Source: an optimization exercise on an open RTL-to-GDS flow (aim: small area). Production flows keep margins and buffers that such runs may drop.
Where RTL was checked, it was by simulation tests only, not by an equivalence proof against the original.
No activity file was given, so power comes from the tool's default toggle rates.

== run R ==
==> flow/design.v <==
module DPRAM_Banked_Arch #(
    parameter DATA_WIDTH = 8,
    parameter ADDR_WIDTH = 6,
    parameter NUM_BANKS  = 4
)(
    input  wire                     clk,
    input  wire                     we_a,
    input  wire [ADDR_WIDTH-1:0]    addr_a,
    input  wire [DATA_WIDTH-1:0]    din_a,
    output reg  [DATA_WIDTH-1:0]    dout_a,
    input  wire                     we_b,
    input  wire [ADDR_WIDTH-1:0]    addr_b,
    input  wire [DATA_WIDTH-1:0]    din_b,
    output reg  [DATA_WIDTH-1:0]    dout_b
);
    localparam DW    = DATA_WIDTH;
    localparam WORDS = 1 << ADDR_WIDTH;
    localparam BW    = $clog2(NUM_BANKS);
    localparam WPB   = WORDS / NUM_BANKS;
    reg  [DW*WORDS-1:0] store;
    wire [DW*WORDS-1:0] store_nxt;
    wire [DW-1:0]       rd_a, rd_b;
    always @(posedge clk) begin
        store  <= store_nxt;
        dout_a <= rd_a;
        dout_b <= rd_b;
    end
    wire [WORDS-1:0] sel_a, sel_b;
    dpram_dec6 u_dec_a (.addr(addr_a), .sel(sel_a));
    dpram_dec6 u_dec_b (.addr(addr_b), .sel(sel_b));
    wire [DW*NUM_BANKS-1:0] wd;
    wire [NUM_BANKS-1:0]    wa_bank, wa_bank_n, wb_bank;
    dpram_ctrl u_ctrl (
        .we_a(we_a), .we_b(we_b),
        .bank_a(addr_a[ADDR_WIDTH-1:ADDR_WIDTH-BW]),
        .bank_b(addr_b[ADDR_WIDTH-1:ADDR_WIDTH-BW]),
        .wa_bank(wa_bank), .wa_bank_n(wa_bank_n), .wb_bank(wb_bank)
    );
    genvar w, j, k;
    generate
        for (k = 0; k < NUM_BANKS; k = k + 1) begin : g_wd
            for (j = 0; j < DW; j = j + 1) begin : g_bit
                dpram_a22o u_wd (.a1(din_a[j]), .a2(wa_bank[k]),
                                 .b1(din_b[j]), .b2(wa_bank_n[k]),
                                 .y(wd[k*DW+j]));
            end
        end
        for (w = 0; w < WORDS; w = w + 1) begin : g_word
            wire wen, wen_n;
            dpram_a22o  u_wen (.a1(sel_a[w]), .a2(wa_bank[w/WPB]),
                               .b1(sel_b[w]), .b2(wb_bank[w/WPB]), .y(wen));
            dpram_inv   u_wenn (.a(wen), .y(wen_n));
            for (j = 0; j < DW; j = j + 1) begin : g_bit
                dpram_a22o u_hold (
                    .a1(store[w*DW+j]), .a2(wen_n),
                    .b1(wd[(w/WPB)*DW+j]), .b2(wen),
                    .y(store_nxt[w*DW+j]));
            end
        end
        for (j = 0; j < DW; j = j + 1) begin : g_rd
            wire [WORDS-1:0] col;
            for (w = 0; w < WORDS; w = w + 1) begin : g_col
                assign col[w] = store[w*DW+j];
            end
            dpram_rd64 u_rd_a (.d(col), .sel(sel_a), .y(rd_a[j]));
            dpram_rd64 u_rd_b (.d(col), .sel(sel_b), .y(rd_b[j]));
        end
    endgenerate
endmodule
module dpram_rd64 (
    input  wire [63:0] d,
    input  wire [63:0] sel,
    output wire        y
);
    wire [21:0] p;    
    wire [5:0]  q;    
    wire [1:0]  r;
    genvar i;
    generate
        for (i = 0; i < 21; i = i + 1) begin : g_p
            dpram_a222oi u (.a1(d[3*i]), .a2(sel[3*i]),
                            .b1(d[3*i+1]), .b2(sel[3*i+1]),
                            .c1(d[3*i+2]), .c2(sel[3*i+2]), .y(p[i]));
        end
        for (i = 0; i < 5; i = i + 1) begin : g_q
            dpram_nand4 u (.a(p[4*i]), .b(p[4*i+1]), .c(p[4*i+2]), .d(p[4*i+3]), .y(q[i]));
        end
    endgenerate
    dpram_nand2 u_p21 (.a(d[63]), .b(sel[63]), .y(p[21]));
    dpram_nand2 u_q5  (.a(p[20]), .b(p[21]), .y(q[5]));
    dpram_or3   u_r0  (.a(q[0]), .b(q[1]), .c(q[2]), .y(r[0]));
    dpram_or3   u_r1  (.a(q[3]), .b(q[4]), .c(q[5]), .y(r[1]));
    dpram_or2   u_y   (.a(r[0]), .b(r[1]), .y(y));
endmodule
module dpram_dec6 (
    input  wire [5:0]  addr,
    output wire [63:0] sel
);
    wire [7:0] hi_n, lo_n;
    dpram_dec3n u_hi (.a(addr[5:3]), .y_n(hi_n));
    dpram_dec3n u_lo (.a(addr[2:0]), .y_n(lo_n));
    genvar h, l;
    generate
        for (h = 0; h < 8; h = h + 1) begin : g_h
            for (l = 0; l < 8; l = l + 1) begin : g_l
                dpram_nor2 u (.a(hi_n[h]), .b(lo_n[l]), .y(sel[h*8+l]));
            end
        end
    endgenerate
endmodule
module dpram_dec3n (
    input  wire [2:0] a,
    output wire [7:0] y_n
);
    wire [2:0] an;
    dpram_inv u_i0 (.a(a[0]), .y(an[0]));
    dpram_inv u_i1 (.a(a[1]), .y(an[1]));
    dpram_inv u_i2 (.a(a[2]), .y(an[2]));
    genvar i;
    generate
        for (i = 0; i < 8; i = i + 1) begin : g
            dpram_nand3 u (.a(i & 1 ? a[0] : an[0]),
                           .b(i & 2 ? a[1] : an[1]),
                           .c(i & 4 ? a[2] : an[2]), .y(y_n[i]));
        end
    endgenerate
endmodule
module dpram_ctrl (
    input  wire       we_a,
    input  wire       we_b,
    input  wire [1:0] bank_a,
    input  wire [1:0] bank_b,
    output wire [3:0] wa_bank,
    output wire [3:0] wa_bank_n,
    output wire [3:0] wb_bank
);
    genvar k;
    generate
        for (k = 0; k < 4; k = k + 1) begin : g_bank
            assign wa_bank[k]   = we_a && bank_a == k;
            assign wa_bank_n[k] = !(we_a && bank_a == k);
            assign wb_bank[k]   = we_b && bank_b == k && !wa_bank[k];
        end
    endgenerate
endmodule
module dpram_a22o (input wire a1, a2, b1, b2, output wire y);
    assign y = (a1 & a2) | (b1 & b2);
endmodule
module dpram_a222oi (input wire a1, a2, b1, b2, c1, c2, output wire y);
    assign y = ~((a1 & a2) | (b1 & b2) | (c1 & c2));
endmodule
module dpram_or3 (input wire a, b, c, output wire y);
    assign y = a | b | c;
endmodule
module dpram_or2 (input wire a, b, output wire y);
    assign y = a | b;
endmodule
module dpram_nand4 (input wire a, b, c, d, output wire y);
    assign y = ~(a & b & c & d);
endmodule
module dpram_nor2 (input wire a, b, output wire y);
    assign y = ~(a | b);
endmodule
module dpram_nand3 (input wire a, b, c, output wire y);
    assign y = ~(a & b & c);
endmodule
module dpram_nand2 (input wire a, b, output wire y);
    assign y = ~(a & b);
endmodule
module dpram_inv (input wire a, output wire y);
    assign y = ~a;
endmodule
clock: 5.0 ns
lec_check: 0
cap_margin: 20
core_margin: 2
core_utilization: 40
gpl_timing_driven: 0
place_density: 0.6
slew_margin: 20
synth_hierarchical: 1
standard.sh (not shown) runs the stock make flow with config.mk's settings and CLKGATE_MAP_FILE= SYNTH_SCRIPT=/design/flow/synth_recipe.tcl, a recipe that flattens the netlist after the stock synthesis.
==> flow/flow/run.sh <==
#!/bin/bash
# The standard ORFS layout (bash standard.sh), with two changes that only
# affect cell area: port buffers are buf_1 (the repair steps resize them where
# needed), and the clock tree uses clkbuf_8 leaf clusters of at most 15 sinks
# and no dummy loads.
set -euo pipefail
CTS="-sink_clustering_enable -repair_clock_nets -dont_use_dummy_load"
CTS="$CTS -sink_clustering_size 15 -sink_clustering_max_diameter 100"
CTS="$CTS -buf_list {sky130_fd_sc_hd__clkbuf_8}"
bash standard.sh \
  "BUFFER_PORTS_ARGS=-buffer_cell sky130_fd_sc_hd__buf_1" \
  "CTS_ARGS=$CTS" \
  finish > standard_flow.log 2>&1
Run R: PASS, flow complete, no timing, DRC or antenna violations
For run E, these inputs were changed with respect to run R:
-- flow/design.v --
<<< run R, line 75
    wire [21:0] p;    
    wire [5:0]  q;    
    wire [1:0]  r;
    genvar i;
    generate
>>> run E, line 75
    wire [21:0] p;    
    wire [5:0]  q;    
    wire        r;
    genvar i;
    generate
<<< run R, line 89
    dpram_nand2 u_p21 (.a(d[63]), .b(sel[63]), .y(p[21]));
    dpram_nand2 u_q5  (.a(p[20]), .b(p[21]), .y(q[5]));
    dpram_or3   u_r0  (.a(q[0]), .b(q[1]), .c(q[2]), .y(r[0]));
    dpram_or3   u_r1  (.a(q[3]), .b(q[4]), .c(q[5]), .y(r[1]));
    dpram_or2   u_y   (.a(r[0]), .b(r[1]), .y(y));
endmodule
module dpram_dec6 (
>>> run E, line 89
    dpram_nand2 u_p21 (.a(d[63]), .b(sel[63]), .y(p[21]));
    dpram_nand2 u_q5  (.a(p[20]), .b(p[21]), .y(q[5]));
    dpram_or4   u_r   (.a(q[0]), .b(q[1]), .c(q[2]), .d(q[3]), .y(r));
    dpram_or3   u_y   (.a(r), .b(q[4]), .c(q[5]), .y(y));
endmodule
module dpram_dec6 (
<<< run R, line 153
    assign y = a | b | c;
endmodule
module dpram_or2 (input wire a, b, output wire y);
    assign y = a | b;
endmodule
module dpram_nand4 (input wire a, b, c, d, output wire y);
>>> run E, line 152
    assign y = a | b | c;
endmodule
module dpram_or4 (input wire a, b, c, d, output wire y);
    assign y = a | b | c | d;
endmodule
module dpram_nand4 (input wire a, b, c, d, output wire y);
Notes after the runs:
Sort run R and run E by area after synthesis asc -> top: run E
Met3 demand-to-capacity share in global routing: run E vs run R, no meaningful difference
In terms of global-route usage, run E and run R differ only marginally.
Across both runs, total inserted antenna cells was higher for run E than for run R.
Multi-input logic portion of the cell area in run E is 0.26 points below run R.
Final total power: run E vs run R, no meaningful difference
In terms of clock-buffer cell count, run R and run E differ only marginally.
For run R, only the layout was checked, not whether the RTL still works.

-- separate check: timing with driven ports --
The flow's constraints put no driver on any port. The routed layouts listed below were extracted and timed again, unchanged, in two steps. Step 1, drivers: a clkbuf_16 drives clk and a buf_2 each remaining input, both assumed. Step 2 times the ports against the registers' clock, not the clock port: input delays grow and output delays shrink by t, the midpoint of the rising clock arrivals with the driver on. a / b / c = ideal ports / drivers / drivers and shift; a / b = the first two.
run | shift t [ns] | slack for setup (ns) | worst setup path after step 2
run R | 0.696 | 1.224 / 1.212 / 0.516 | input to register
run E | 0.699 | 0.829 / 0.865 / 0.166 | input to register
After both steps every run listed still meets setup and hold. For run R, which loses most, drivers alone change the setup slack by -0.012 ns; drivers and shift together by -0.708 ns.
